Context: an optimization exercise on an open-source flow, tuned for a short achievable clock period and few clock cycles. The choices shown serve that exercise and are no tape-out recipe.
Function was checked by simulation only, so behaviour that the tests miss may differ from the original.
No activity file was given, so power comes from the tool's default toggle rates.

Design CPU, start of the top module:
module CPU(
	input wire [8:0] in_Din,
	input wire in_clk,
	input wire in_re,
	input wire in_run,
	output wire [8:0] out_Addr,
	output wire [8:0] out_Dout,
	output wire out_W
);
Settings: LEC_CHECK=0, CAP_MARGIN=20, CORE_MARGIN=2, CORE_UTILIZATION=40, PLACE_DENSITY=0.6, SLEW_MARGIN=20; clock period 6.0 ns.
run.sh (not shown) runs the stock make flow with config.mk's settings and CLKGATE_MAP_FILE= SYNTH_SCRIPT=/design/flow/synth_recipe.tcl, a recipe that flattens the netlist after the stock synthesis.
The first run produced a clean layout.
Testbench counts at the start, summed over its fixed seeds: cycles 19,464.
Rerun with:
--- a/flow/config.mk
+++ b/flow/config.mk
@@ -7,2 +7,3 @@
 export LEC_CHECK = 0
+export ABC_CLOCK_PERIOD_IN_PS = 1500
 export CAP_MARGIN = 20
@@ -11,2 +12,4 @@
 export PLACE_DENSITY = 0.6
+export SETUP_SLACK_MARGIN = 4.0
 export SLEW_MARGIN = 20
+export TNS_END_PERCENT = 100
=> The changed run produced a clean layout. Hold slack gains 0.017 ns. Design area went up by about 30%. Cell count rose by 11%. Via count climbs by 16%. Global-route usage grows by 2.5 points. Total power grows by 23%. Worst setup slack is better by 0.68 ns. Core utilization came out higher by 13 points. Synthesized cell count does not change. Maximum frequency increases by about 15%.

========
CPU, a different RTL version from the one above (not shown whole).
Size in the first run: roughly 2,600 cells after synthesis, roughly 31 I/O pins.
export LEC_CHECK = 0
export ABC_CLOCK_PERIOD_IN_PS = 1500
export CAP_MARGIN = 20
export CORE_MARGIN = 2
export CORE_UTILIZATION = 45
export GPL_ROUTABILITY_DRIVEN = 0
export PLACE_DENSITY = 0.6
export SETUP_SLACK_MARGIN = 4.0
export SLEW_MARGIN = 20
export SYNTH_HIERARCHICAL = 1
export TNS_END_PERCENT = 100
create_clock -name core_clock -period 6.0 [get_ports {in_clk}]
Testbench counts at the start, summed over its fixed seeds: cycles 16,059.
Then changed:
--- a/flow/config.mk
+++ b/flow/config.mk
@@ -10,3 +10,3 @@
 export CORE_MARGIN = 2
-export CORE_UTILIZATION = 45
+export CORE_UTILIZATION = 40
 export GPL_ROUTABILITY_DRIVEN = 0
What happened: Routed wire length came out higher by 6.1%; cell area climbs by 3.0%; core utilization fell by 4.8 points; cell count rose by 4.3%; first-iteration DRC count increases by 42%.

========
== run a ==
Another version of the RTL of CPU (not shown whole).
For scale: ~2500 cells after synthesis, ~31 I/O pins, about 29000 um2 of cells after synthesis.
// CPU
module CPU(
	input wire [8:0] in_Din,
	input wire in_clk,
	input wire in_re,
	input wire in_run,
	output wire [8:0] out_Addr,
	output wire [8:0] out_Dout,
	output wire out_W
);
	localparam CN = 16, CB = 4;
	reg [8:0] FA;                   
	reg       IRV;                  
	reg       pld, pst, pjr, pj2;   
	reg       exr;                  
	reg [8:0] JT;                   
	reg [8:0] R0, R1, R2, R3, R4, R5, R6, G;
	reg [6:0] WEN;                  
	reg [8:0] RES;
	reg [8:0] RXS;                  
	reg       W;
	reg [8:0] DO;
	reg [2:0] rx, iy;
	reg       d_x7, d_mv, d_mvi, d_sub, d_as, d_ld, d_st, d_ldst, d_mvnz, d_halt;
	reg       d_mviu, d_mvic;       
	reg       d_wr, d_redu;         
	reg [8:0] OX, OY;               
	reg       FX;                   
	reg       FYo;                  
	reg [8:0] EPC;                  
	reg  [8:0] EPC1, EPC2;          
	wire [8:0] AFT = d_mvic ? EPC2 : EPC1;    
	reg        s_vy, s_im, s_f1;              
	reg [8:0] IMM;
	reg [2:0] LRX;                  
	reg          CV [0:CN-1];
	reg [8-CB:0] CT [0:CN-1];
	reg [8:0]    CD [0:CN-1];
	reg [8:0] FAO;
	assign out_Addr = FAO;
	assign out_Dout = DO;
	assign out_W    = W;
	wire [8:0] FA1 = FA + 9'd1;
	wire [8:0] FA2 = FA + 9'd2;
	wire [8:0] vx, vy;
	mux_9to1 u_vx  (.s(FX), .a(RES), .b(OX), .y(vx));
	mux_9to1 u_vy  (.s(FYo), .a(OY), .b(RXS), .y(vy));
	wire [8:0] sum;
	addsub_9bit u_alu (.a(vx), .b(vy), .ci(d_sub), .s(sum));
	reg        GNZ;
	wire       gnz = GNZ;
	wire [8:0] zc = {vx[7:0] | vy[7:0], d_sub};
	wire       s_nz = ((vx ^ vy) != zc);
	wire e_wr    = exr && (d_wr || (d_mvnz && gnz));    
	wire e_wen   = e_wr && !d_x7;
	wire e_j     = e_wr && d_x7;
	wire e_ldst  = exr && d_ldst;
	wire e_halt  = exr && d_halt;
	wire e_mviu  = exr && d_mviu;
  ...
clock: 6.0 ns
lec_check: 0
abc_clock_period_in_ps: 1500
cap_margin: 20
core_margin: 2
core_utilization: 40
gpl_routability_driven: 0
place_density: 0.6
setup_slack_margin: 4.0
slew_margin: 20
synth_hierarchical: 1
tns_end_percent: 100
Testbench counts of run a, summed over its fixed seeds: cycles 16,059.
The inputs of run b differ from those of run a as listed below.
- removing GPL_ROUTABILITY_DRIVEN (formerly 0)
### Flow results
Run b completed every stage of the flow, and the final layout passed the timing, design-rule and antenna checks. Between run b and run a, the required time at the worst-slack endpoint figures differ only marginally. Run b against run a: cell area -0.52%, cell count of the worst reg-to-reg path higher, length of routed wiring on met1 now larger, number of non-clock buffers lost 5, pin count of the biggest net entering global routing shows an increase of 5. Between run b and run a, the difference in worst path arrival time is negligible. Delta(number of DRC violations after detailed-routing iteration 0, run b - run a) > 0. ~same vias per cell in run b and run a. Between run b and run a, the total chip power does not differ in any meaningful way.

==> static timing again, ports no longer ideal <==
No port has a modelled driver above. Below, the same layouts with a new extraction and two added sets of constraints. Step 1 assumes that a clkbuf_16 drives the clock port and a buf_2 every other input. Step 2, shift: input delay + t, output delay - t, t = (earliest + latest rising clock arrival at the registers) / 2. This alone moves slack from input paths to output paths. Three values: ideal ports, drivers, drivers and shift; two values: the first two.
| run | t (ns) | setup slack, ns | cell pins on the clock port's net |
|---|---|---|---|
| the first run of note 1 | 0.465 | 0.708 / 0.708 / 0.708 | 1 |
| the second run of note 1 | 0.472 | 1.384 / 1.384 / 1.384 | 1 |
| the first run of note 2 | 0.695 | 3.413 / 3.189 / 2.495 | 1 |
| the second run of note 2 | 0.702 | 3.497 / 3.265 / 2.563 | 1 |
| run a | 0.689 | 3.366 / 3.255 / 2.566 | 1 |
| run b | 0.684 | 3.364 / 3.358 / 2.673 | 1 |
After both steps every run listed still meets setup and hold. The setup slack of the second run of note 2, which loses most, moves by -0.232 ns with the drivers and by -0.934 ns with both steps.
